Background: an optimization exercise with open tools, aiming at small area. Do not read the settings as production practice. The RTL was checked by simulation tests, not by an equivalence proof against the original design. Power and IR drop assume default switching activity.

### design/flow/design.v
module  crc16(
  input   wire          rst,
  input   wire          clk,
  input   wire          crc_en,
  input   wire          crc_clr,
  input   wire          crc_typ,
  input   wire          crc_calcu,
  input   wire  [7:0]   crc_din,
  output  wire  [15:0]  crc_dout,
  output  wire          crc_rlt
);
reg   [15:0]  crcdata;
wire  [7:0]   ch;
always
@(negedge rst or posedge clk)
begin
  if(~rst)
  begin
    crcdata <= 16'hffff;
  end
  else  
  begin
    if(~crc_en | crc_clr) crcdata <=  16'hffff;
    if(crc_en & crc_calcu)
    begin
      crcdata <= {ch,crcdata[15:8]}^{5'h0,ch,3'h0}^{12'h0,ch[7:4]};
    end
  end
end
assign ch = (crc_din[7:0]^crcdata[7:0])^{crc_din[3:0]^crcdata[3:0],4'h0};
assign crc_dout = (crc_typ)?crcdata:~crcdata; 
assign crc_rlt=(crc_dout==16'h0)?1'b1:1'b0;
endmodule
`timescale 1ns/1ns
module owl_trcv
#(
  parameter   CNT_WIDTH     = 8     
)
(
  input   wire                    rst       ,
  input   wire                    clk       ,
  input   wire                    owl_di    ,
  output  reg                     owl_do    ,
  output  reg                     owl_oe    ,
  output  wire  [CNT_WIDTH-1:0]   rx_bps    ,
  input   wire  [CNT_WIDTH-1:0]   bps_set   ,
  input   wire                    bsyn_en   ,
  input   wire                    fsyn_en   ,
  input   wire  [7:0]             fsyn_head ,
  input   wire                    owl_rx_en ,
  input   wire                    owl_wctrl ,
  input   wire                    owl_rctrl ,
  input   wire  [7:0]             owl_wdata ,
  output  wire  [7:0]             owl_rdata ,
  output  reg                     owl_wflag ,
  output  reg                     owl_rflag ,
  output  reg                     rxbit_err ,
  output  reg                     owl_rxsof ,
  output  reg                     owl_rxeof
);
reg     owl_di_r0;
reg     owl_di_r1;
wire    owl_di_pos;
wire    owl_di_neg;
wire    owl_di_edge;
always
@(negedge rst or posedge clk)
begin
  if(~rst)
  begin
    owl_di_r0<=1'b0;
    owl_di_r1<=1'b0;
  end
  else  
  begin
    owl_di_r0<=owl_di;
    owl_di_r1<=owl_di_r0;
  end
end
assign  owl_di_pos =  owl_di_r0  & ~owl_di_r1;
assign  owl_di_neg = ~owl_di_r0  &  owl_di_r1;
assign  owl_di_edge=  owl_di_pos |  owl_di_neg;
reg   [2:0]   pstate,nstate;
localparam    s_owl_idle          = 3'h0;
localparam    s_owl_rx_fsyn       = 3'h1;
localparam    s_owl_rx_data       = 3'h2;
localparam    s_owl_tx_bsyn       = 3'h3;
localparam    s_owl_tx_fsyn       = 3'h4;
localparam    s_owl_tx_data       = 3'h5;
localparam    s_owl_tx_eof        = 3'h6;
localparam    s_owl_tx_stop       = 3'h7;
reg   [CNT_WIDTH-1:0]   clk_cnt;
reg   [3-1:0]       qbit_cnt;
reg   [2:0]             bit_cnt;
wire  [2:0]             bit_cnt_inc;
reg   [7:0]             shift_reg;
reg   [7:0]             owl_buff;
reg                     bit_stream;
reg   [CNT_WIDTH-1:0]   owl_high_width;
reg   [CNT_WIDTH-1:0]   rx_brate_width;
reg                     owl_oe_w;
reg                     owl_do_w;
wire  [CNT_WIDTH-1:0]   cnt_end = (pstate==s_owl_rx_fsyn) ? rx_brate_width :
                                  (pstate==s_owl_rx_data) ? rx_brate_width+rx_bps : bps_set;
wire                    cnt_hit = (clk_cnt==cnt_end);
always
@(negedge rst or posedge clk)
begin
  if(~rst)
    pstate<=s_owl_idle;
  else  
    pstate<=nstate;
end
always
@(*)
begin
  nstate  = pstate;
  case(pstate)
    s_owl_idle:
      if(owl_di_edge & owl_rx_en)   nstate  = s_owl_rx_fsyn;
      else if(owl_wctrl)
      begin
        if(bsyn_en)                 nstate  = s_owl_tx_bsyn;
        else if(fsyn_en)            nstate  = s_owl_tx_fsyn;
        else                        nstate  = s_owl_tx_data;
      end
    s_owl_rx_fsyn:
      if(rxbit_err)                 nstate  = s_owl_idle;
      else if(shift_reg==fsyn_head & owl_di_pos)
                                    nstate  = s_owl_rx_data;
    s_owl_rx_data:
      if(rxbit_err)                 nstate  = s_owl_idle;
      else if((qbit_cnt==3'h4))    nstate  = s_owl_idle;
    s_owl_tx_bsyn:
      if(bit_cnt==3'h7 & (qbit_cnt==3'h2) & cnt_hit)
                                    nstate  = s_owl_tx_fsyn;
    s_owl_tx_fsyn:
      if(bit_cnt==3'h7 & (qbit_cnt==3'h2) & cnt_hit)
                                    nstate  = s_owl_tx_data;
    s_owl_tx_data:
      if(bit_cnt==3'h7 & (qbit_cnt==3'h2) & cnt_hit & ~owl_wflag)
                                    nstate  = s_owl_tx_eof;
    s_owl_tx_eof:
      if(bit_cnt==3'h1 & (qbit_cnt==3'h2) & cnt_hit)
                                    nstate  = s_owl_tx_stop;
    s_owl_tx_stop:
      if(bit_cnt==3'h3 & (qbit_cnt==3'h2) & cnt_hit)
                                    nstate  = s_owl_idle;
  endcase
end
always
@(negedge rst or posedge clk)
begin
  if(~rst)
    clk_cnt<={CNT_WIDTH{1'b0}};
  else  
  begin
    if(pstate!=nstate)
      clk_cnt<={CNT_WIDTH{1'b0}};
    else if(pstate==s_owl_tx_bsyn | pstate==s_owl_tx_fsyn | pstate==s_owl_tx_data | pstate==s_owl_tx_eof | pstate==s_owl_tx_stop)
    begin
      if(cnt_hit)  clk_cnt<={CNT_WIDTH{1'b0}};
      else                  clk_cnt<=clk_cnt+1'b1;
    end
    else if(pstate==s_owl_rx_fsyn)
    begin
      if(owl_di_pos | owl_di_neg)
        clk_cnt<={CNT_WIDTH{1'b0}};
      else if(cnt_hit)
        clk_cnt<={CNT_WIDTH{1'b0}};
      else
        clk_cnt<=clk_cnt+1'b1;
    end
    else if(pstate==s_owl_rx_data)
    begin
      if(owl_di_pos | owl_di_neg)
        clk_cnt<={CNT_WIDTH{1'b0}};
      else if(cnt_hit)
        clk_cnt<={CNT_WIDTH{1'b0}};
      else
        clk_cnt<=clk_cnt+1'b1;
    end
  end
end
always
@(posedge clk)
begin
  begin
    if(pstate!=nstate)
      qbit_cnt<={(3){1'b0}};
    else if(pstate>=s_owl_rx_fsyn & pstate<s_owl_tx_bsyn)
    begin
      if(owl_di_pos) qbit_cnt<={(3){1'b0}};
      else if(owl_di_neg) qbit_cnt<=qbit_cnt+1'b1;
      else if(cnt_hit)  qbit_cnt<=qbit_cnt+1'b1;
    end
    else if(pstate==s_owl_tx_bsyn | pstate==s_owl_tx_fsyn | pstate==s_owl_tx_data | pstate==s_owl_tx_eof | pstate==s_owl_tx_stop)
    begin
      if(cnt_hit)
      begin
        if((qbit_cnt==3'h2)) qbit_cnt<={(3){1'b0}};
        else                  qbit_cnt<=qbit_cnt+1'b1;
      end
    end
  end
end
assign  bit_cnt_inc = bit_cnt+1'b1;
always
@(negedge rst or posedge clk)
begin
  if(~rst)
    bit_cnt<=3'h0;
  else  
  begin
    if(pstate!=nstate)
      bit_cnt<=3'h0;
    else
    begin
      if(nstate==s_owl_rx_fsyn | nstate==s_owl_rx_data)
      begin
        if(owl_di_pos)  bit_cnt<=bit_cnt_inc;
      end
      else if(nstate==s_owl_tx_bsyn | nstate==s_owl_tx_fsyn | nstate==s_owl_tx_data | pstate==s_owl_tx_eof | pstate==s_owl_tx_stop)
      begin
        if((qbit_cnt==3'h2) & cnt_hit) bit_cnt<=bit_cnt_inc;
      end
    end
  end
end
always
@(negedge rst or posedge clk)
begin
  if(~rst)
    owl_rxsof <=  1'b0;
  else  
    owl_rxsof <= (pstate==s_owl_rx_fsyn & nstate==s_owl_rx_data);
end
always
@(negedge rst or posedge clk)
begin
  if(~rst)
    owl_rxeof <=  1'b0;
  else  
  begin
    if(pstate==s_owl_rx_data & nstate!=pstate)
      owl_rxeof <=  1'b1;
    else
      owl_rxeof <=  1'b0;
  end
end
always
@(posedge clk)
begin
  begin
    if(owl_di_neg)
      owl_high_width <=clk_cnt;
  end
end
always
@(*)
begin
  rxbit_err=1'b0;
  if(pstate==s_owl_rx_fsyn | pstate==s_owl_rx_data)
  begin
    if(owl_di_edge & (clk_cnt<={{(CNT_WIDTH-2){1'b0}},2'h0})) rxbit_err=1'b1;
    if(& clk_cnt) rxbit_err=1'b1;
  end
end
always
@(negedge rst or posedge clk)
begin
  if(~rst)
    bit_stream  <=  1'b0;
  else  
  begin
    if(owl_di_pos)
    begin
      if     (owl_high_width<clk_cnt)   bit_stream<=1'b1;
      else if(owl_high_width!=clk_cnt)  bit_stream<=1'b0;
    end
  end
end
always
@(posedge clk)
begin
  begin
    if(nstate==s_owl_rx_fsyn)
    begin
      if(owl_di_pos)  rx_brate_width <={CNT_WIDTH{1'b0}};
      else rx_brate_width<=rx_brate_width + 1'b1;
    end
  end
end
always
@(posedge clk)
begin
  begin
    case(nstate)
      s_owl_tx_fsyn:
        if(pstate!=s_owl_tx_fsyn)  shift_reg<=fsyn_head;
        else if((qbit_cnt==3'h2) & cnt_hit)  shift_reg<={shift_reg[6:0],1'b0};
      s_owl_tx_data:
        if((qbit_cnt==3'h2) & cnt_hit)
        begin
          if(bit_cnt==3'h7 & owl_wflag)
            shift_reg<=owl_buff;
          else
            shift_reg<={shift_reg[6:0],1'b0};
        end
      s_owl_rx_fsyn:
        if(owl_di_pos) shift_reg<={shift_reg[6:0],bit_stream};
      s_owl_rx_data:
        if(owl_di_pos) shift_reg<={shift_reg[6:0],bit_stream};
      default:  shift_reg<=8'h0;
    endcase
  end
end
always
@(negedge rst or posedge clk)
begin
  if(~rst)
    owl_buff<=8'hff;
  else  
  begin
    if(nstate==s_owl_idle | nstate==s_owl_tx_bsyn | nstate==s_owl_tx_fsyn | nstate==s_owl_tx_data)
    begin
      if(owl_wctrl) owl_buff<=owl_wdata;
    end
    else if(nstate==s_owl_rx_fsyn | nstate==s_owl_rx_data)
    begin
      if(bit_cnt==3'h7 & ~(| clk_cnt)) owl_buff<=shift_reg;
    end
  end
end
assign  owl_rdata=owl_buff;
always
@(negedge rst or posedge clk)
begin
  if(~rst)
  begin
    owl_rflag<=1'b0;
    owl_wflag<=1'b0;
  end
  else  
  begin
    if(owl_rctrl) owl_rflag<=1'b0;
    if(nstate==s_owl_idle | nstate==s_owl_tx_bsyn | nstate==s_owl_tx_fsyn | nstate==s_owl_tx_data)
    begin
      if(nstate==s_owl_tx_data & bit_cnt==3'h7 & (qbit_cnt==3'h2) & cnt_hit) owl_wflag<=1'b0;
    end
    else if(nstate==s_owl_rx_data)
    begin
      if(bit_cnt==3'h7 & qbit_cnt=={(3){1'b0}} & ~(| clk_cnt)) owl_rflag<=1'b1;
    end
    if(owl_wctrl) owl_wflag<=1'b1;
  end
end
always
@(*)
begin
  case(pstate)
    s_owl_tx_bsyn: begin owl_oe_w=1'b1;  owl_do_w=((qbit_cnt==3'h0));end
    s_owl_tx_fsyn: begin owl_oe_w=1'b1;  owl_do_w=(shift_reg[7])?((qbit_cnt==3'h0)):((qbit_cnt<=3'h1));  end
    s_owl_tx_data: begin owl_oe_w=1'b1;  owl_do_w=(shift_reg[7])?((qbit_cnt==3'h0)):((qbit_cnt<=3'h1));  end
    s_owl_tx_eof:  begin owl_oe_w=1'b1;  owl_do_w=((qbit_cnt==3'h0));end
    default:       begin owl_oe_w=1'b0;  owl_do_w=1'b0;            end
  endcase
end
always
@(negedge rst or posedge clk)
begin
  if(~rst)
  begin
    owl_oe  <=  1'b0;
    owl_do  <=  1'b0;
  end
  else  
  begin
    owl_oe  <=  owl_oe_w;
    owl_do  <=  owl_do_w;
  end
end
assign  rx_bps  = rx_brate_width[CNT_WIDTH-1:1]-rx_brate_width[CNT_WIDTH-1:2]+1'b1;
endmodule
`timescale 1ns/1ns
module owl_ctrl
#(
  parameter   CNT_WIDTH     = 12      
)
(
  input   wire          rst         ,
  input   wire          clk         ,
  input   wire          clk_sel     ,
  input   wire          owl_di_w    ,
  output  wire          owl_do_w    ,
  output  wire          owl_oe_w    ,
  input   wire          sfr_ready   ,
  input   wire  [7:0]   sfr_rdata   ,
  output  reg   [7:0]   sfr_wdata   ,
  output  reg   [5:0]   sfr_addrs   ,
  output  reg           sfr_rctrl   ,
  output  reg           sfr_wctrl
);
localparam    s_owl_idle      = 4'h0;
localparam    s_owl_rx_cmd    = 4'h1;
localparam    s_owl_rx_size   = 4'h2;
localparam    s_owl_rx_data   = 4'h3;
localparam    s_owl_rx_crc1   = 4'h4;
localparam    s_owl_rx_crc0   = 4'h5;
localparam    s_owl_rx_eof    = 4'h6;
localparam    s_owl_rx2tx     = 4'h7;
localparam    s_owl_tx_start  = 4'h8;
localparam    s_owl_tx_fsyn   = 4'h9;
localparam    s_owl_tx_data   = 4'ha;
localparam    s_owl_tx_wait   = 4'hb;
localparam    s_owl_tx_crc1   = 4'hc;
localparam    s_owl_tx_crc0   = 4'hd;
localparam    s_owl_tx_eof    = 4'he;
localparam    s_owl_rx_ovf    = 4'hf;
reg   [3:0]           pstate,nstate;
reg   [CNT_WIDTH-1:0] clk_cnt   ;
reg                   cmd_reg   ;
reg   [5:0]           addr_reg  ;
reg   [5:0]           rem_cnt   ;
reg   [7:0]           wdata_reg ;
wire  [CNT_WIDTH-1:0] rx_bps    ;
reg   [CNT_WIDTH-1:0] bps_set   ;
wire                  bsyn_en   ;
wire                  fsyn_en   ;
wire  [7:0]           fsyn_head ;
wire                  owl_rx_en ;
reg                   owl_wctrl ;
reg                   owl_rctrl ;
reg   [7:0]           owl_wdata ;
wire  [7:0]           owl_rdata ;
wire                  owl_wflag ;
wire                  owl_rflag ;
wire                  owl_bterr ;
wire                  owl_rxsof ;
wire                  owl_rxeof ;
reg                   crc_clr   ;
reg                   crc_calcu ;
reg   [7:0]           crc_din   ;
wire  [15:0]          crc_dout  ;
wire                  crc_rlt   ;
reg                   rxfrm_err ;    
reg                   rxbit_err ;
always
@(negedge rst or posedge clk)
begin
  if(~rst)
    pstate<=s_owl_idle;
  else  
    pstate<=nstate;
end
always
@(*)
begin
  nstate  = pstate;
  case(pstate)
    s_owl_idle:     if(owl_rxsof)             nstate  = s_owl_rx_cmd  ;
    s_owl_rx_cmd:   if(& clk_cnt)             nstate  = s_owl_rx_ovf  ;
                    else if(owl_rflag)        nstate  = s_owl_rx_size ;
    s_owl_rx_size:  if(& clk_cnt)             nstate  = s_owl_rx_ovf  ;
                    else if(owl_rflag)
                    begin
                      if(cmd_reg)             nstate  = s_owl_rx_data ;
                      else                    nstate  = s_owl_rx_crc1 ;
                    end
    s_owl_rx_data:  if(& clk_cnt)             nstate  = s_owl_rx_ovf  ;
                    else if(owl_rflag)        nstate  = s_owl_rx_crc1 ;
    s_owl_rx_crc1:  if(& clk_cnt)             nstate  = s_owl_rx_ovf  ;
                    else if(owl_rflag)        nstate  = s_owl_rx_crc0 ;
    s_owl_rx_crc0:  if(& clk_cnt)             nstate  = s_owl_rx_ovf  ;
                    else if(owl_rflag)        nstate  = s_owl_rx_eof  ;
    s_owl_rx_eof:   if(& clk_cnt)             nstate  = s_owl_rx_ovf  ;
                    else if(owl_rxeof)        nstate  = s_owl_rx2tx   ;
    s_owl_rx_ovf:   if(clk_cnt==rx_bps)       nstate  = s_owl_rx2tx   ;
    s_owl_rx2tx:    if(rxfrm_err | rxbit_err)
                                              nstate  = s_owl_idle;
                    else if(clk_cnt==rx_bps)  nstate  = s_owl_tx_start;
    s_owl_tx_start: if(sfr_ready)             nstate  = s_owl_tx_fsyn ;
    s_owl_tx_fsyn:  if(~owl_wflag)
                    begin
                      if(cmd_reg)             nstate  = s_owl_tx_crc1 ;
                      else                    nstate  = s_owl_tx_data ;
                    end
    s_owl_tx_data:                            nstate  = s_owl_tx_wait ;
    s_owl_tx_wait:  if(~owl_wflag)
                    begin
                      if(rem_cnt==6'h0)       nstate  = s_owl_tx_crc1 ;
                      else                    nstate  = s_owl_tx_data ;
                    end
    s_owl_tx_crc1:  if(~owl_wflag)            nstate  = s_owl_tx_crc0 ;
    s_owl_tx_crc0:  if(~owl_wflag)            nstate  = s_owl_tx_eof  ;
    s_owl_tx_eof:   if(clk_cnt==12'h010)      nstate  = s_owl_idle    ;
  endcase
end
always
@(posedge clk)
begin
  begin
    if(pstate!=nstate)
      clk_cnt<={CNT_WIDTH{1'b0}};
    else
      clk_cnt<=clk_cnt+1'b1;
  end
end
always
@(posedge clk)
begin
  if(pstate==s_owl_tx_eof | pstate==s_owl_idle)
  begin
    rxbit_err <=  1'b0;
    rxfrm_err <=  1'b0;
  end
  else
  begin
    if(pstate==s_owl_rx_eof & clk_cnt=={CNT_WIDTH{1'b0}} & ~crc_rlt) rxfrm_err <=  1'b1;
    if(pstate==s_owl_rx_ovf)  rxfrm_err <=  1'b1;
    if(owl_bterr)             rxbit_err <=  1'b1;
  end
end
always
@(negedge rst or posedge clk)
begin
  if(~rst)
  begin
    cmd_reg     <=  1'b0;
    addr_reg    <=  6'h0;
    wdata_reg   <=  8'h0;
  end
  else
  begin
    if(pstate==s_owl_rx_cmd   & pstate!=nstate) {cmd_reg,addr_reg}  <=  {owl_rdata[7],owl_rdata[5:0]};
    if(pstate==s_owl_rx_data  & pstate!=nstate) wdata_reg           <=  owl_rdata;
    if(pstate==s_owl_tx_data  & pstate!=nstate) addr_reg            <=  addr_reg+1'b1;
    if(pstate==s_owl_tx_eof   & pstate!=nstate)
    begin                                       cmd_reg             <=  1'b0;
                                                addr_reg            <=  6'h0;
    end
  end
end
always
@(posedge clk)
begin
  if(pstate==s_owl_rx_size  & pstate!=nstate) rem_cnt <=  owl_rdata[5:0];
  if(pstate==s_owl_tx_data  & pstate!=nstate) rem_cnt <=  rem_cnt-1'b1;
end
always
@(*)
begin
  sfr_addrs = addr_reg;
  sfr_wdata = wdata_reg;
  sfr_wctrl = 1'b0;
  sfr_rctrl = ~cmd_reg;
  if(pstate==s_owl_rx_eof & ~(| clk_cnt))  sfr_wctrl = (crc_rlt & cmd_reg);
end
assign    bsyn_en   = 1'b1;
assign    fsyn_en   = 1'b1;
assign    fsyn_head = 8'h1d;
assign    owl_rx_en = 1'b1;
always
@(*)
begin
  bps_set   = rx_bps;
  if(clk_sel  & rx_bps<=12'h040)  bps_set = 12'h040;
end
always
@(*)
begin
  owl_wctrl = 1'b0;
  owl_wdata = 8'h0;
  owl_rctrl = 1'b0;
  case(nstate)
    s_owl_rx_size:  owl_rctrl = 1'b1;
    s_owl_rx_data:  owl_rctrl = 1'b1;
    s_owl_rx_crc1:  owl_rctrl = 1'b1;
    s_owl_rx_crc0:  owl_rctrl = 1'b1;
    s_owl_rx_eof:   owl_rctrl = 1'b1;
    s_owl_tx_fsyn:  if(pstate!=nstate) begin owl_wctrl = 1'b1; owl_wdata = {7'h40,rxbit_err};  end
    s_owl_tx_data:  if(pstate!=nstate) begin owl_wctrl = 1'b1; owl_wdata = sfr_rdata;  end
    s_owl_tx_crc1:  if(pstate!=nstate) begin owl_wctrl = 1'b1; owl_wdata = crc_dout[7:0]; end
    s_owl_tx_crc0:  if(pstate!=nstate) begin owl_wctrl = 1'b1; owl_wdata = crc_dout[15:8];  end
    default:        ;
  endcase
end
owl_trcv
#(  .CNT_WIDTH(CNT_WIDTH) )
u_owl(
  .rst        (rst        ),
  .clk        (clk        ),
  .owl_di     (owl_di_w   ),
  .owl_do     (owl_do_w   ),
  .owl_oe     (owl_oe_w   ),
  .rx_bps     (rx_bps     ),
  .bps_set    (bps_set    ),
  .bsyn_en    (bsyn_en    ),
  .fsyn_en    (fsyn_en    ),
  .fsyn_head  (fsyn_head  ),
  .owl_rx_en  (owl_rx_en  ),
  .owl_wctrl  (owl_wctrl  ),
  .owl_rctrl  (owl_rctrl  ),
  .owl_wdata  (owl_wdata  ),
  .owl_rdata  (owl_rdata  ),
  .owl_wflag  (owl_wflag  ),
  .owl_rflag  (owl_rflag  ),
  .rxbit_err  (owl_bterr  ),
  .owl_rxsof  (owl_rxsof  ),
  .owl_rxeof  (owl_rxeof  )
);
always
@(*)
begin
  crc_clr   = 1'b0;
  crc_calcu = 1'b0;
  crc_din   = 8'h0;
  if(pstate!=nstate)
  begin
    case(pstate)
      s_owl_rx_cmd:   begin   crc_calcu = 1'b1; crc_din = owl_rdata;  end
      s_owl_rx_size:  begin   crc_calcu = 1'b1; crc_din = owl_rdata;  end
      s_owl_rx_data:  begin   crc_calcu = 1'b1; crc_din = owl_rdata;  end
      s_owl_rx_crc1:  begin   crc_calcu = 1'b1; crc_din = owl_rdata;  end
      s_owl_rx_crc0:  begin   crc_calcu = 1'b1; crc_din = owl_rdata;  end
      s_owl_rx_eof :  begin   crc_clr   = 1'b1;                       end
      s_owl_tx_start: begin   crc_calcu = 1'b1; crc_din = {7'h40,rxbit_err};  end
      s_owl_tx_data:  begin   crc_calcu = 1'b1; crc_din = 8'h0;  end
      s_owl_tx_eof:   begin   crc_clr   = 1'b1;                       end
    endcase
  end
end
crc16   u_crc(
  .rst        (rst        ),
  .clk        (clk        ),
  .crc_en     (1'b1       ),
  .crc_clr    (crc_clr    ),
  .crc_typ    (1'b1       ),
  .crc_calcu  (crc_calcu  ),
  .crc_din    (crc_din    ),
  .crc_dout   (crc_dout   ),
  .crc_rlt    (crc_rlt    )
);
endmodule
### design/flow/config.mk
export PLATFORM = sky130hd
export DESIGN_NAME = owl_ctrl
export DESIGN_NICKNAME = owl_ctrl
export VERILOG_FILES = /design/flow/design.v
export SDC_FILE = /design/flow/constraint.sdc
export NUM_CORES = 4
export LEC_CHECK = 0
export CAP_MARGIN = 20
export CORE_MARGIN = 2
export CORE_UTILIZATION = 80
export SLEW_MARGIN = 20
### design/flow/flow/dontuse.txt
-dont_use sky130_fd_sc_hd__lpflow_bleeder_1 -dont_use sky130_fd_sc_hd__lpflow_clkbufkapwr_1 -dont_use sky130_fd_sc_hd__lpflow_clkbufkapwr_16 -dont_use sky130_fd_sc_hd__lpflow_clkbufkapwr_2 -dont_use sky130_fd_sc_hd__lpflow_clkbufkapwr_4 -dont_use sky130_fd_sc_hd__lpflow_clkbufkapwr_8 -dont_use sky130_fd_sc_hd__lpflow_clkinvkapwr_1 -dont_use sky130_fd_sc_hd__lpflow_clkinvkapwr_16 -dont_use sky130_fd_sc_hd__lpflow_clkinvkapwr_2 -dont_use sky130_fd_sc_hd__lpflow_clkinvkapwr_4 -dont_use sky130_fd_sc_hd__lpflow_clkinvkapwr_8 -dont_use sky130_fd_sc_hd__lpflow_decapkapwr_12 -dont_use sky130_fd_sc_hd__lpflow_decapkapwr_3 -dont_use sky130_fd_sc_hd__lpflow_decapkapwr_4 -dont_use sky130_fd_sc_hd__lpflow_decapkapwr_6 -dont_use sky130_fd_sc_hd__lpflow_decapkapwr_8 -dont_use sky130_fd_sc_hd__lpflow_inputiso0n_1 -dont_use sky130_fd_sc_hd__lpflow_inputiso0p_1 -dont_use sky130_fd_sc_hd__lpflow_inputiso1n_1 -dont_use sky130_fd_sc_hd__lpflow_inputiso1p_1 -dont_use sky130_fd_sc_hd__lpflow_inputisolatch_1 -dont_use sky130_fd_sc_hd__lpflow_isobufsrc_1 -dont_use sky130_fd_sc_hd__lpflow_isobufsrc_16 -dont_use sky130_fd_sc_hd__lpflow_isobufsrc_2 -dont_use sky130_fd_sc_hd__lpflow_isobufsrc_4 -dont_use sky130_fd_sc_hd__lpflow_isobufsrc_8 -dont_use sky130_fd_sc_hd__lpflow_isobufsrckapwr_16 -dont_use sky130_fd_sc_hd__lpflow_lsbuf_lh_hl_isowell_tap_1 -dont_use sky130_fd_sc_hd__lpflow_lsbuf_lh_hl_isowell_tap_2 -dont_use sky130_fd_sc_hd__lpflow_lsbuf_lh_hl_isowell_tap_4 -dont_use sky130_fd_sc_hd__lpflow_lsbuf_lh_isowell_4 -dont_use sky130_fd_sc_hd__lpflow_lsbuf_lh_isowell_tap_1 -dont_use sky130_fd_sc_hd__lpflow_lsbuf_lh_isowell_tap_2 -dont_use sky130_fd_sc_hd__lpflow_lsbuf_lh_isowell_tap_4 -dont_use sky130_fd_sc_hd__probe_p_8 -dont_use sky130_fd_sc_hd__probec_p_8 
### design/flow/standard.sh
#!/bin/bash
# synth_recipe.tcl (not shown) runs the flow's synth.tcl, then flattens the netlist and writes it again
# the make line also repeats each setting of config.mk as NAME=value (left out here)
make -C /OpenROAD-flow-scripts/flow DESIGN_CONFIG=/design/flow/config.mk WORK_HOME=/design/flow/orfs CLKGATE_MAP_FILE= SYNTH_SCRIPT=/design/flow/synth_recipe.tcl "${@:-finish}"
### design/flow/constraint.sdc
create_clock -name core_clock -period 10.0 [get_ports {clk}]
set_input_delay 2.0000 -clock core_clock [delete_from_list [all_inputs] [get_ports {clk}]]
set_output_delay 2.0000 -clock core_clock [all_outputs]
set_load 0.01 [all_outputs]
### design/flow/flow/cutff.py
#!/usr/bin/env python3
"""Turn a flat gate netlist into a purely combinational module for an equivalence check:
every flip-flop instance is removed, its output net becomes an input port ffq_<n> and its
data input an output port ffd_<n>, where <n> is the flip-flop's instance name."""
import re, sys
src = open(sys.argv[1]).read()
inst_re = re.compile(r'^\s*(sky130_fd_sc_hd__\w*df\w*)\s+(\\\S+|\w+)\s*\((.*?)\);', re.S | re.M)
ins, outs, assigns = [], [], []
def canon(n):
    return re.sub(r'[^A-Za-z0-9_]', '_', n.lstrip('\\'))
def repl(m):
    cell, name, body = m.group(1), m.group(2), m.group(3)
    pins = dict((p, v.strip() + ' ') for p, v in re.findall(r'\.(\w+)\(([^()]*)\)', body))
    c = canon(name)
    for p, v in pins.items():
        if p in ('Q', 'Q_N'):
            ins.append('ffq_%s_%s' % (p, c)); assigns.append('  assign %s = ffq_%s_%s;' % (v, p, c))
        elif p in ('CLK', 'CLK_N'):
            pass
        else:
            outs.append('ffd_%s_%s' % (p, c)); assigns.append('  assign ffd_%s_%s = %s;' % (p, c, v))
    return ''
body = inst_re.sub(repl, src)
hdr = re.search(r'module\s+(\w+)\s*\((.*?)\);', body, re.S)
ports = hdr.group(2).strip()
new_ports = ports + ''.join(', ' + x for x in ins + outs)
rest = body[hdr.end():]
end = rest.rindex('endmodule')
rest = rest[:end] + '\n'.join(assigns) + '\n' + rest[end:]
body = body[:hdr.start()] + 'module %s(%s);\n' % (hdr.group(1), new_ports) + \
    ''.join('  input %s;\n' % x for x in ins) + ''.join('  output %s;\n' % x for x in outs) + rest
open(sys.argv[2], 'w').write(body)
### design/flow/flow/run.sh
#!/bin/bash
# Own flow: the standard synthesis, then an area re-map of the combinational
# logic (flip-flops untouched), then the standard layout from floorplan on.
set -euo pipefail
HERE=$(pwd)
RES=$HERE/orfs/results/$FLOW_PLATFORM/owl_ctrl/base
LIB=$FLOW_HOME/platforms/sky130hd/lib/sky130_fd_sc_hd__tt_025C_1v80.lib

bash standard.sh synth > $HERE/log_1_standard_synth.log 2>&1
cp $RES/1_2_yosys.v $HERE/std_1_2_yosys.v

# several ABC runs with different seeds; keep the smallest result
for seed in 1 2 3 4; do
  printf 'strash\n&get -n\n&deepsyn -T 60 -S %s\n&put\ndch -f\namap\ntopo\n' $seed > $HERE/area_$seed.abc
  REMAP_LIB=$LIB REMAP_NET=$HERE/std_1_2_yosys.v REMAP_OUT=$HERE/remap_$seed.v \
  REMAP_DONTUSE=$HERE/flow/dontuse.txt REMAP_ABC=$HERE/area_$seed.abc REMAP_STAT=$HERE/remap_stat_$seed.txt \
    yosys -c $HERE/flow/remap.tcl > $HERE/log_2_remap_$seed.log 2>&1 &
done
wait
best=""; best_area=""
for seed in 1 2 3 4; do
  a=$(grep "Chip area for top module" $HERE/remap_stat_$seed.txt | awk '{print $NF}')
  if [[ -n "$a" ]] && { [[ -z "$best" ]] || awk -v x=$a -v y=$best_area 'BEGIN{exit !(x<y)}'; }; then best=$seed; best_area=$a; fi
done
echo "best seed $best area $best_area" > $HERE/remap_choice.txt
cp $HERE/remap_$best.v $HERE/remap.v

# prove the re-mapped netlist equals the standard one before using it: flip-flops are cut
# (same instances in both), the logic between them must be equal
python3 $HERE/flow/cutff.py $HERE/std_1_2_yosys.v $HERE/cec_gold.v
python3 $HERE/flow/cutff.py $HERE/remap.v $HERE/cec_gate.v
yosys -p "read_liberty -ignore_miss_func $LIB; read_verilog $HERE/cec_gold.v; rename $FLOW_TOP gold; \
  read_verilog $HERE/cec_gate.v; rename $FLOW_TOP gate; proc; flatten gold gate; opt_clean; \
  miter -equiv -flatten -make_assert gold gate miter; hierarchy -top miter; \
  sat -verify -prove-asserts miter" > $HERE/log_3_equiv.log 2>&1
test $(grep -c "sky130_fd_sc_hd__[a-z]*df\|sky130_fd_sc_hd__[a-z]*dl" $HERE/std_1_2_yosys.v) -eq \
     $(grep -c "sky130_fd_sc_hd__[a-z]*df\|sky130_fd_sc_hd__[a-z]*dl" $HERE/remap.v)

# smaller port buffers than the default pick (every port still gets one), and a clock tree
# without dummy balancing loads
export BUFFER_PORTS_ARGS="-buffer_cell sky130_fd_sc_hd__buf_1"
export CTS_ARGS="-sink_clustering_enable -repair_clock_nets -dont_use_dummy_load -buf_list sky130_fd_sc_hd__clkbuf_4 -sink_clustering_size 10 -sink_clustering_max_diameter 60"

cp $HERE/remap.v $RES/1_2_yosys.v
rm -f $RES/1_synth.odb
bash standard.sh > $HERE/log_4_standard_layout.log 2>&1
test -f out/final.def
### design/flow/flow/remap.tcl
# Re-map the combinational logic of the standard synthesis netlist for area.
# The flip-flops are kept as they are (same instances, names and cell types).
set lib $::env(REMAP_LIB)
set net $::env(REMAP_NET)
set out $::env(REMAP_OUT)
set dontuse [string trim [read [open $::env(REMAP_DONTUSE)]]]
yosys read_liberty -ignore_miss_func $lib
yosys read_verilog $net
yosys hierarchy -top $::env(FLOW_TOP)
yosys setattr -mod -set keep_hierarchy 1 sky130_fd_sc_hd__*df* sky130_fd_sc_hd__*dl*
yosys flatten
yosys rename -hide w:*.*
yosys opt_clean -purge
yosys abc -liberty $lib {*}$dontuse -script $::env(REMAP_ABC)
yosys rename -hide w:*.*
yosys splitnets
yosys opt_clean -purge
yosys tee -o $::env(REMAP_STAT) stat -liberty $lib
yosys select $::env(FLOW_TOP)
yosys write_verilog -noattr -selected $out
==> flow_metrics.tcl, run 1 <==
set metrics [dict create \
    drive_above_1_share 0.0546 \
    ios 31 \
    setup_viol 0 \
    netlist_area_um2 6960 \
    cap_violations 0 \
    power_density_nw_per_um2 144 \
    p_clk_frac 0.221 \
    hold_viol 0 \
    core_area_um2 8590 \
    cp.required_ns 10.44 \
    wl_per_cell_um 19.6 \
    grt_pass1_wl_um 32300 \
    peakVddDrop_mv 0.137 \
    antenna_cells 0 \
    multiInputGateArea_um2 3180 \
    cts-root-buf "clkbuf_4" \
    core.rowCount 34 \
    viasPerCell 7.25 \
    clk_path_buf_depth 2 \
    initial_core_util 0.810 \
    fin_ws_ns 1.45 \
    worst_pin_slew_ns 0.981 \
    worstHoldStart "u_owl.owl_di_r0" \
    postSynthAreaPerCell_um2 8.22 \
    grt_overflow 0 \
    nNetsFinal 913 \
    crit_type "reg2reg" \
    startpoint_type "flip-flop" \
    rr_worst_depth 45 \
    grt_pass1_vias 6641 \
    swShare 0.325 \
    n_fill_cell 525 \
    vias 7295 \
    comb_power_share 0.195 \
    die_x_um 97.3 \
    max_freq_ghz 0.117 \
    path_max_fanout 13 \
    worstReg2RegStart "u_owl.rx_brate_width[3]" \
    dieHeight_um 97.3 \
    yosysWarnings 3 \
    drtIter0Drc 1081 \
    drc_errors 0 \
    syn_nets 859 \
    clk_latency_ns 0.54 \
    relSlewSlack 0.341 \
    grt_max_degree 71 \
    first_pass_iters 14 \
    intPower_mw 0.718 \
    path_clk_slew_ns 0.12 \
    htreeDepth 4 \
    p_leak_nw 2.56 \
    reg2reg_to "u_owl.owl_buff[4]" \
    cts.sinks 125 \
    antenna_found_initial 0 \
    hpwlAfterDp_um 14300 \
    fin_crit_sh 0.855 \
    dpl_cell_area_um2 7240 \
    hold_buffers 0 \
    drt-total-wl_um 19700 \
    outcome "complete, no violations" \
    worst_setup_path_end_kind "flip-flop" \
    largest_reg_flops 16 \
    hold_depth 0 \
    setup_tns_ns 0 \
    gp_congestion 1.13 \
    ff2ff_setup_slack_ns 1.45 \
    min_path_type "reg2reg" \
    rsz0062_at_grt "false" \
    regArea_um2 3260 \
    dp_slack_ns 1.79 \
    port_buffers 30 \
    cts_buffers 17 \
    holdPathEnd "u_owl.owl_di_r1" \
    fin_area_um2 7380 \
    synthCells 846 \
    cp.arrival_ns 8.99 \
    cpMaxStageDelayCell "nor3_1" \
    fin_skew_ns 0.0416 \
    dieArea_um2 9460 \
    cpPeakStageDelay_ns 0.79 \
    track_usage 0.425 \
    area_growth_pct 6.04 \
    drv_slew 0 \
    largest-register "u_crc.crcdata" \
    cts_tree "done" \
    period_needed_ns 8.55 \
    postRouteAntennaNets 0 \
    power_switching_mw 0.346 \
    cts_setup_buffers 0 \
    cts-resized-gates 0 \
    pwr-share-seq 0.584 \
]
==> power by group through the flow <==
stage                     combinational, mW  sequential (mW)  clock [mW]
after global placement                0.187            0.626           0
after floorplan                       0.144            0.613           0
after detailed placement              0.199            0.627           0
final                                 0.207            0.621       0.236
after global routing                  0.228            0.624       0.252
after CTS                             0.201            0.617       0.234
==> final cells by class <==
class	count	area share
tap	108	0.0183
inverter	138	0.0702
multi-input combinational	583	0.432
clock buffer	17	0.0173
timing repair buffer	35	0.0202
sequential	125	0.442
==> metal layers <==
metal	up-vias	routed length, um	track usage
met1	3292	7260	0.590
met5	-	0	0
li1	3211	-	-
met4	0	958	0.187
met3	141	2620	0.100
met2	651	8850	0.648
==> how the worst max path moves through the flow <==
stage,start,to,cells after the start
floorplan,u_owl.rx_brate_width[3],u_owl.owl_buff[7],46
global route,u_owl.rx_brate_width[3],u_owl.owl_buff[1],46
finish,u_owl.rx_brate_width[3],u_owl.owl_buff[4],45
detailed placement,u_owl.rx_brate_width[3],u_owl.owl_buff[7],45
global placement,u_owl.rx_brate_width[3],u_owl.owl_buff[1],46
CTS,u_owl.rx_brate_width[3],u_owl.owl_buff[7],45
==> cell usage in the layout (no fill, tap or decap), drive strengths merged, types with 6 or more instances in the layout <==
cell type / instances
nor2: 160
clkinv: 138
o21ai: 70
nand2: 56
a21oi: 48
o22ai: 47
dfrtp: 46
edfxtp: 38
buf: 35
a211oi: 24
dfstp: 24
nor3: 23
dfxtp: 17
clkbuf: 17
a22oi: 12
a222oi: 11
nand3: 10
o221ai: 10
o21a: 9
nor4: 8
nand4: 8
a221oi: 7
a31oi: 7
or3: 6
==> metrics by stage <==
stage	power [mW]	util	hold slack, ns	cells
final	1.06	0.858	0.426	1006
after global routing	1.10	0.858	0.440	1006
after CTS	1.05	0.857	0.424	1005
after detailed placement	0.826	0.843	0.395	988
after global placement	0.813	0.843	0.387	988
after floorplan	0.757	-	0.374	846
==> worst max-delay path: cells and delay by family (launching register included) <==
family          cells  cell delay [ns]
flops               1             0.40
simple gates       20             4.14
buf+inv            12             1.64
compound gates     13             2.33
==> run 2: changes to the inputs <==
--- a/design/flow/config.mk
+++ b/design/flow/config.mk
@@ -9,3 +9,3 @@
 export CORE_MARGIN = 2
-export CORE_UTILIZATION = 80
+export CORE_UTILIZATION = 70
 export SLEW_MARGIN = 20
==> flow_metrics.tcl, run 2 <==
set metrics [dict create \
    dpl_cell_area_um2 7270 \
    fin_area_um2 7400 \
    fin_crit_sh 0.854 \
    drtIter0Drc 968 \
    viasPerCell 6.91 \
    use_met2 0.560 \
    cap_violations 0 \
    cts_buffers 17 \
    drv_slew 0 \
    min_path_type "reg2reg" \
    postSynthAreaPerCell_um2 8.22 \
    peakVddDrop_mv 0.135 \
    regArea_um2 3260 \
    core.rowCount 36 \
    rsz0062_at_grt "false" \
    htreeDepth 4 \
    largest_reg_flops 16 \
    mostFrequentLayoutCells "nor2_1 (160), clkinv_1 (138), o21ai_0 (70)" \
    first_pass_iters 11 \
    hpwlAfterDp_um 14700 \
    cpMaxStageDelayCell "nor3_1" \
    syn_nets 859 \
    path_max_fanout 13 \
    grt_pass1_vias 6683 \
    grt_busiest_layer "met2" \
    power_density_nw_per_um2 144 \
    hold_depth 0 \
    reg2reg_to "u_owl.owl_buff[7]" \
    cts-root-buf "clkbuf_4" \
    drive_above_1_share 0.0524 \
    worst_setup_path_end_kind "flip-flop" \
    worst_pin_slew_ns 1.07 \
    layout_commonest_cell "nor2_1" \
    grt_overflow 0 \
    crit_type "reg2reg" \
    cts_setup_buffers 0 \
    finish.utilization 0.761 \
    cpPeakStageDelay_ns 0.76 \
    cp.arrival_ns 8.96 \
    hold_viol 0 \
    clk_latency_ns 0.52 \
    track_usage 0.380 \
    antenna_found_initial 0 \
    multiInputGateArea_um2 3180 \
    ff2ff_setup_slack_ns 1.46 \
    use_met1 0.541 \
    cp.required_ns 10.42 \
    core_area_um2 9730 \
    worstReg2RegStart "u_owl.rx_brate_width[3]" \
    period_needed_ns 8.54 \
    startpoint_type "flip-flop" \
    cts-resized-gates 0 \
    max_freq_ghz 0.117 \
    die_x_um 104 \
    area_growth_pct 6.37 \
    dieHeight_um 104 \
    path_clk_slew_ns 0.10 \
    setup_tns_ns 0 \
    antenna_cells 0 \
    largest-register "u_crc.crcdata" \
    outcome "complete, no violations" \
    met3_usage 0.0906 \
    gp_congestion 1.01 \
    n_fill_cell 724 \
    initial_core_util 0.715 \
    nNetsFinal 912 \
    netlist_area_um2 6960 \
    endpoint "u_owl.owl_buff[7]" \
    clk_path_buf_depth 2 \
    synthCells 846 \
    drt-total-wl_um 20000 \
    ios 31 \
    hold_buffers 0 \
    grt_max_degree 71 \
    drc_errors 0 \
    cts.sinks 125 \
    rr_worst_depth 45 \
    vias 7116 \
    relSlewSlack 0.285 \
    setup_viol 0 \
    fin_skew_ns 0.0341 \
    port_buffers 30 \
    grt_pass1_wl_um 32700 \
    wl_per_cell_um 19.4 \
    startpoint "u_owl.rx_brate_width[3]" \
    p_leak_nw 2.56 \
    postRouteAntennaNets 0 \
    cts_tree "done" \
    dieArea_um2 10800 \
    yosysWarnings 3 \
]
==> run 2: cell count changes in the layout (fill, tap and decap cells not counted) <==
cell,delta
buf_2,-1
a21oi_2,-1
a21oi_1,+1
==> run 2: worst min-delay path by stage <==
| stage | slack (ns) | start | end |
|---|---|---|---|
| after floorplan | 0.37 | u_owl.owl_di_r0 | u_owl.owl_di_r1 |
| after global placement | 0.39 | u_owl.owl_di_r0 | u_owl.owl_di_r1 |
| after detailed placement | 0.40 | u_owl.owl_di_r0 | u_owl.owl_di_r1 |
| after CTS | 0.42 | u_owl.owl_di_r0 | u_owl.owl_di_r1 |
| after global routing | 0.44 | u_owl.owl_di_r0 | u_owl.owl_di_r1 |
| final | 0.42 | u_owl.owl_di_r0 | u_owl.owl_di_r1 |
==> run 2: layout make-up <==
| cell class | instances | share of cell area |
|---|---|---|
| Clock buffer | 17 | 0.0172 |
| Inverter | 138 | 0.0700 |
| Multi-Input combinational cell | 583 | 0.430 |
| Sequential cell | 125 | 0.441 |
| Tap cell | 133 | 0.0225 |
| Timing Repair Buffer | 34 | 0.0194 |
==> run 2: where the power goes <==
| part | switching [mW] | internal [mW] |
|---|---|---|
| logic | 0.147 | 0.0626 |
| clock network | 0.156 | 0.0776 |
| registers | 0.0437 | 0.578 |
==> run 2: worst max-delay path, delay by kind of cell (launching register included) <==
kind / cells / cell delay, ns
AO/OA/AOI/OAI: 13 / 2.35
buffers and inverters: 12 / 1.65
flip-flops: 1 / 0.41
AND/OR/NAND/NOR: 20 / 4.03
==> run 2: per-stage QoR <==
stage          hold WS [ns]  instances  worst slack, ns  total power [mW]
2_1_floorplan         0.374        846             2.18             0.757
3_3_place_gp          0.392       1013             2.25             0.816
3_5_place_dp          0.398       1013             1.77             0.829
4_1_cts               0.422       1030             1.70              1.06
5_1_grt               0.443       1030            0.443              1.11
6_report              0.417       1030             1.46              1.06
==> run 2: routing by layer <==
layer	vias to the layer above	routed length (um)
met1	3204	7860
met4	0	694
li1	3228	-
met3	100	2530
met2	584	8880
met5	-	0
==> run 3: changes to the inputs <==
--- a/design/flow/flow/run.sh
+++ b/design/flow/flow/run.sh
@@ -12,3 +12,4 @@
 # several ABC runs with different seeds; keep the smallest result
-for seed in 1 2 3 4; do
+for seed in 1 2 3 4 5 6 7 8; do
+  if [[ $seed -eq 5 ]]; then wait; fi
   printf 'strash\n&get -n\n&deepsyn -T 60 -S %s\n&put\ndch -f\namap\ntopo\n' $seed > $HERE/area_$seed.abc
@@ -20,3 +21,3 @@
 best=""; best_area=""
-for seed in 1 2 3 4; do
+for seed in 1 2 3 4 5 6 7 8; do
   a=$(grep "Chip area for top module" $HERE/remap_stat_$seed.txt | awk '{print $NF}')
==> flow_metrics.tcl, run 3 <==
set metrics [dict create \
    cts_buffers 17 \
    htreeDepth 4 \
    cpPeakStageDelay_ns 0.61 \
    highest_layer "met4" \
    postRouteAntennaNets 0 \
    grt_pass1_wl_um 31000 \
    initial_core_util 0.715 \
    hpwlAfterDp_um 14600 \
    netlist_area_um2 6960 \
    period_needed_ns 8.08 \
    cts_setup_buffers 0 \
    syn_nets 874 \
    hold_viol 0 \
    power_density_nw_per_um2 174 \
    nNetsFinal 930 \
    first_pass_iters 9 \
    total_power_mw 1.30 \
    wl_met3_um 2100 \
    peakVddDrop_mv 0.154 \
    fin_skew_ns 0.0259 \
    drv_slew 0 \
    cts.sinks 125 \
    worst_pin_slew_ns 1.02 \
    fin_area_um2 7430 \
    regArea_um2 3260 \
    area_growth_pct 6.85 \
    core_area_um2 9730 \
    antenna_found_initial 0 \
    rsz0062_at_grt "false" \
    outcome "complete, no violations" \
    postSynthAreaPerCell_um2 8.08 \
    cp_common_cell "nor2_1" \
    ios 31 \
    cts_tree "done" \
    yosysWarnings 3 \
    path_clk_slew_ns 0.10 \
    setup_viol 0 \
    largest-register "u_crc.crcdata" \
    drt-total-wl_um 19400 \
    min_path_type "reg2reg" \
    setup_tns_ns 0 \
    clk_latency_ns 0.55 \
    dpl_cell_area_um2 7300 \
    largest_reg_flops 16 \
    dieArea_um2 10700 \
    wl_per_cell_um 18.5 \
    worst_setup_path_end_kind "flip-flop" \
    grt_overflow 0 \
    drive_above_1_share 0.0568 \
    viasPerCell 6.70 \
    p_leak_nw 2.58 \
    fin_crit_sh 0.808 \
    startpoint_type "flip-flop" \
    synthCells 861 \
    cp.arrival_ns 8.55 \
    cp.required_ns 10.46 \
    cpMaxStageDelayCell "nor3_2" \
    grt_pass1_vias 6356 \
    crit_type "reg2reg" \
    max_freq_ghz 0.124 \
    track_usage 0.365 \
    hold_buffers 0 \
    antenna_cells 0 \
    cts-root-buf "clkbuf_4" \
    n_fill_cell 740 \
    grt_max_degree 71 \
    cts-resized-gates 0 \
    core.rowCount 36 \
    mostFrequentLayoutCells "nor2_1 (186), clkinv_1 (139), o21ai_0 (69)" \
    vias 7024 \
    port_buffers 30 \
    die_x_um 104 \
    dieHeight_um 104 \
    clk_path_buf_depth 2 \
    met1Wirelength_um 8050 \
    gp_congestion 1.05 \
    cap_violations 0 \
    multiInputGateArea_um2 3190 \
    drc_errors 0 \
    path_max_fanout 9 \
    wl_met2_um 8760 \
    relSlewSlack 0.323 \
    drtIter0Drc 794 \
    layout_commonest_cell "nor2_1" \
]
==> run 3: critical path: cells and delay by family (launching register included) <==
| kind | cells | cell delay [ns] |
|---|---|---|
| AO/OA/AOI/OAI | 11 | 2.59 |
| buffers and inverters | 9 | 1.41 |
| flip-flops | 1 | 0.52 |
| AND/OR/NAND/NOR | 18 | 3.50 |
==> run 3: worst paths after layout <==
path                                          from                end  cells after the start  slack [ns]
min in group asynchronous                      rst        addr_reg[0]                      2        1.62
max in group asynchronous                      rst   u_owl.clk_cnt[7]                      2        7.71
max                        u_owl.rx_brate_width[3]  u_owl.owl_buff[2]                     38        1.92
min                                u_owl.owl_di_r0    u_owl.owl_di_r1                      0        0.43
max reg2reg                u_owl.rx_brate_width[3]  u_owl.owl_buff[2]                     38        1.92
min reg2reg                        u_owl.owl_di_r0    u_owl.owl_di_r1                      0        0.43
==> run 3: where the power goes <==
part	switching, mW	leakage (nW)	internal, mW
Clock	0.161	0.0782	0.0773
Combinational	0.227	1.16	0.114
Sequential	0.0822	1.35	0.636
Total	0.470	2.58	0.827
==> run 3: stage by stage <==
step | hold slack (ns) | setup WS [ns] | utilization | instances
global placement | 0.389 | 2.24 | 0.750 | 1030
global route | 0.456 | 0.964 | 0.764 | 1048
floorplan | 0.374 | 2.45 | - | 861
finish | 0.430 | 1.92 | 0.764 | 1048
detailed placement | 0.407 | 2.16 | 0.751 | 1031
CTS | 0.431 | 2.12 | 0.764 | 1048
==> run 3: layout make-up <==
| class | count | area share |
|---|---|---|
| clock buffer | 17 | 0.0172 |
| sequential | 125 | 0.439 |
| tap | 133 | 0.0224 |
| multi-input combinational | 597 | 0.429 |
| timing repair buffer | 37 | 0.0224 |
| inverter | 139 | 0.0702 |
==> run 3: routing by layer <==
layer / GRT usage / vias to the layer above
met2: 0.547 / 462
li1: - / 3251
met4: 0.140 / 0
met5: 0 / -
met3: 0.101 / 66
met1: 0.511 / 3245
==> run 4: changes to the inputs <==
--- a/design/flow/design.v
+++ b/design/flow/design.v
@@ -11,3 +11,4 @@
 );
-reg   [15:0]  crcdata;
+reg   [15:0]  crcdata_n;    
+wire  [15:0]  crcdata = ~crcdata_n;
 wire  [7:0]   ch;
@@ -18,3 +19,3 @@
   begin
-    crcdata <= 16'hffff;
+    crcdata_n <= 16'h0000;
   end
@@ -22,6 +23,6 @@
   begin
-    if(~crc_en | crc_clr) crcdata <=  16'hffff;
+    if(~crc_en | crc_clr) crcdata_n <=  16'h0000;
     if(crc_en & crc_calcu)
     begin
-      crcdata <= {ch,crcdata[15:8]}^{5'h0,ch,3'h0}^{12'h0,ch[7:4]};
+      crcdata_n <= ~({ch,crcdata[15:8]}^{5'h0,ch,3'h0}^{12'h0,ch[7:4]});
     end
@@ -96,3 +97,4 @@
 reg   [7:0]             shift_reg;
-reg   [7:0]             owl_buff;
+reg   [7:0]             owl_buff_n;    
+wire  [7:0]             owl_buff = ~owl_buff_n;
 reg                     bit_stream;
@@ -321,3 +323,3 @@
   if(~rst)
-    owl_buff<=8'hff;
+    owl_buff_n<=8'h00;
   else  
@@ -326,3 +328,3 @@
     begin
-      if(owl_wctrl) owl_buff<=owl_wdata;
+      if(owl_wctrl) owl_buff_n<=~owl_wdata;
     end
@@ -330,3 +332,3 @@
     begin
-      if(bit_cnt==3'h7 & ~(| clk_cnt)) owl_buff<=shift_reg;
+      if(bit_cnt==3'h7 & ~(| clk_cnt)) owl_buff_n<=~shift_reg;
     end
==> flow_metrics.tcl, run 4 <==
set metrics [dict create \
    outcome "complete, no violations" \
    worstReg2RegStart "u_owl.pstate[0]" \
    initial_core_util 0.709 \
    drv_slew 0 \
    rr_worst_depth 35 \
    antenna_cells 0 \
    fin_skew_ns 0.0290 \
    yosysWarnings 3 \
    cp.arrival_ns 9.03 \
    min_path_type "reg2reg" \
    largest_reg_flops 16 \
    hold_buffers 0 \
    grt_pass1_wl_um 28500 \
    die_x_um 103 \
    startpoint "u_owl.pstate[0]" \
    fin_crit_sh 0.861 \
    period_needed_ns 8.61 \
    drive_above_1_share 0.0262 \
    ios 31 \
    grt_max_degree 71 \
    gp_congestion 0.988 \
    hold_depth 0 \
    cpPeakStageDelay_ns 0.80 \
    drtIter0Drc 663 \
    core_area_um2 9640 \
    cp_common_cell "nor2_1" \
    cts_tree "done" \
    cts_buffers 17 \
    clk_path_buf_depth 2 \
    fin_cells 1010 \
    place_inst 993 \
    mostFrequentLayoutCells "nor2_1 (155), clkinv_1 (120), o21ai_0 (74)" \
    syn_nets 841 \
    grt_pass1_vias 6133 \
    synthCells 828 \
    track_usage 0.352 \
    worst_setup_path_end_kind "flip-flop" \
    crit_type "reg2reg" \
    rsz0062_at_grt "false" \
    path_clk_slew_ns 0.10 \
    startpoint_type "flip-flop" \
    path_max_fanout 14 \
    postRouteAntennaNets 0 \
    postSynthAreaPerCell_um2 8.25 \
    antenna_found_initial 0 \
    worst_pin_slew_ns 1.13 \
    layout_commonest_cell "nor2_1" \
    cap_violations 0 \
    highest_layer "met4" \
    met1Wirelength_um 6910 \
    cpMaxStageDelayCell "nor3_1" \
    peakVddDrop_mv 0.124 \
    hpwlAfterDp_um 13200 \
    n_fill_cell 773 \
    nNetsFinal 892 \
    wl_met3_um 1410 \
    cts-root-buf "clkbuf_4" \
    port_buffers 30 \
    core.rowCount 36 \
    setup_viol 0 \
    wl_per_cell_um 17.7 \
    largest-register "u_crc.crcdata_n" \
    power_density_nw_per_um2 128 \
    area_growth_pct 6.44 \
    cts.sinks 125 \
    wl_met2_um 8700 \
    clk_latency_ns 0.54 \
    netlist_area_um2 6830 \
    dieArea_um2 10600 \
    relSlewSlack 0.242 \
    cts-resized-gates 0 \
    first_pass_iters 8 \
    htreeDepth 4 \
    cp.required_ns 10.42 \
    max_freq_ghz 0.116 \
    hold_viol 0 \
    drt-total-wl_um 17900 \
    dieHeight_um 103 \
    drc_errors 0 \
    viasPerCell 6.70 \
    grt_overflow 0 \
    worstHoldStart "u_owl.owl_di_r0" \
    setup_tns_ns 0 \
    vias 6762 \
    cts_setup_buffers 0 \
    p_leak_nw 2.63 \
]
-- run 4: per-layer routing --
metal  GRT usage  up-vias
li1            -     3156
met2       0.594      360
met5           0        -
met1       0.417     3147
met3      0.0814       99
met4       0.198        0
-- run 4: area by class of cell --
| class | count | area (um^2) | share of cell area |
|---|---|---|---|
| Clock buffer | 17 | 128 | 0.0175 |
| Tap cell | 133 | 166 | 0.0229 |
| Sequential cell | 125 | 3230 | 0.444 |
| Multi-Input combinational cell | 583 | 3170 | 0.436 |
| Inverter | 120 | 450 | 0.0619 |
| Timing Repair Buffer | 32 | 129 | 0.0177 |
-- run 4: worst paths after layout --
kind | to | slack [ns]
min | u_owl.owl_di_r1 | 0.41
max reg2reg | u_owl.owl_buff_n[7] | 1.39
max | u_owl.owl_buff_n[7] | 1.39
min reg2reg | u_owl.owl_di_r1 | 0.41
min in group asynchronous | pstate[3] | 1.66
max in group asynchronous | u_owl.clk_cnt[4] | 7.72
-- run 4: through the flow --
stage / cell area [um^2] / hold WS, ns / util / worst slack (ns) / total power, mW
after floorplan: 6830 / 0.374 / - / 1.57 / 0.663
after global placement: 7130 / 0.383 / 0.740 / 1.67 / 0.696
after detailed placement: 7130 / 0.385 / 0.740 / 1.17 / 0.702
after CTS: 7260 / 0.410 / 0.753 / 1.35 / 0.926
after global routing: 7270 / 0.431 / 0.755 / 0.690 / 0.967
final: 7270 / 0.408 / 0.755 / 1.39 / 0.930
-- run 4: critical path, delay by kind of cell (launching register included) --
kind            cells  cell delay, ns
compound gates     15            3.45
simple gates       14            3.38
flops               1            0.45
buf+inv             6            1.20
-- run 4: where the power goes --
part | internal [mW] | leakage (nW) | switching [mW] | total, mW
registers | 0.554 | 1.32 | 0.0192 | 0.573
logic | 0.0359 | 1.24 | 0.0868 | 0.123
clock network | 0.0774 | 0.0782 | 0.157 | 0.234

==> re-timing with driven ports <==
How much do the figures lean on ideal ports? The routed layouts below were timed once more, with nothing changed but the port constraints. Step 1 (the two cells are an assumption about what drives the block):
set clk [get_ports {clk}]
set_driving_cell -lib_cell sky130_fd_sc_hd__clkbuf_16 $clk
set_driving_cell -lib_cell sky130_fd_sc_hd__buf_2 [delete_from_list [all_inputs] $clk]
Step 2 times the ports against the registers' clock, not the clock port: input delays grow and output delays shrink by t, the midpoint of the rising clock arrivals with the driver on. Three values: no drivers, after step 1, after step 2; two values: the first two.
| run | t (ns) | slack for setup (ns) | worst register clock-pin slew, ns |
|---|---|---|---|
| run 1 | 0.551 | 1.450 / 1.450 / 1.450 | 0.12 / 0.12 |
| run 2 | 0.533 | 1.460 / 1.460 / 1.460 | 0.11 / 0.11 |
| run 3 | 0.573 | 1.916 / 1.916 / 1.916 | 0.11 / 0.11 |
| run 4 | 0.566 | 1.389 / 1.389 / 1.346 | 0.10 / 0.10 |
After both steps every run listed still meets setup and hold. For run 4, which loses most, drivers alone change the setup slack by 0.000 ns; drivers and shift together by -0.043 ns.
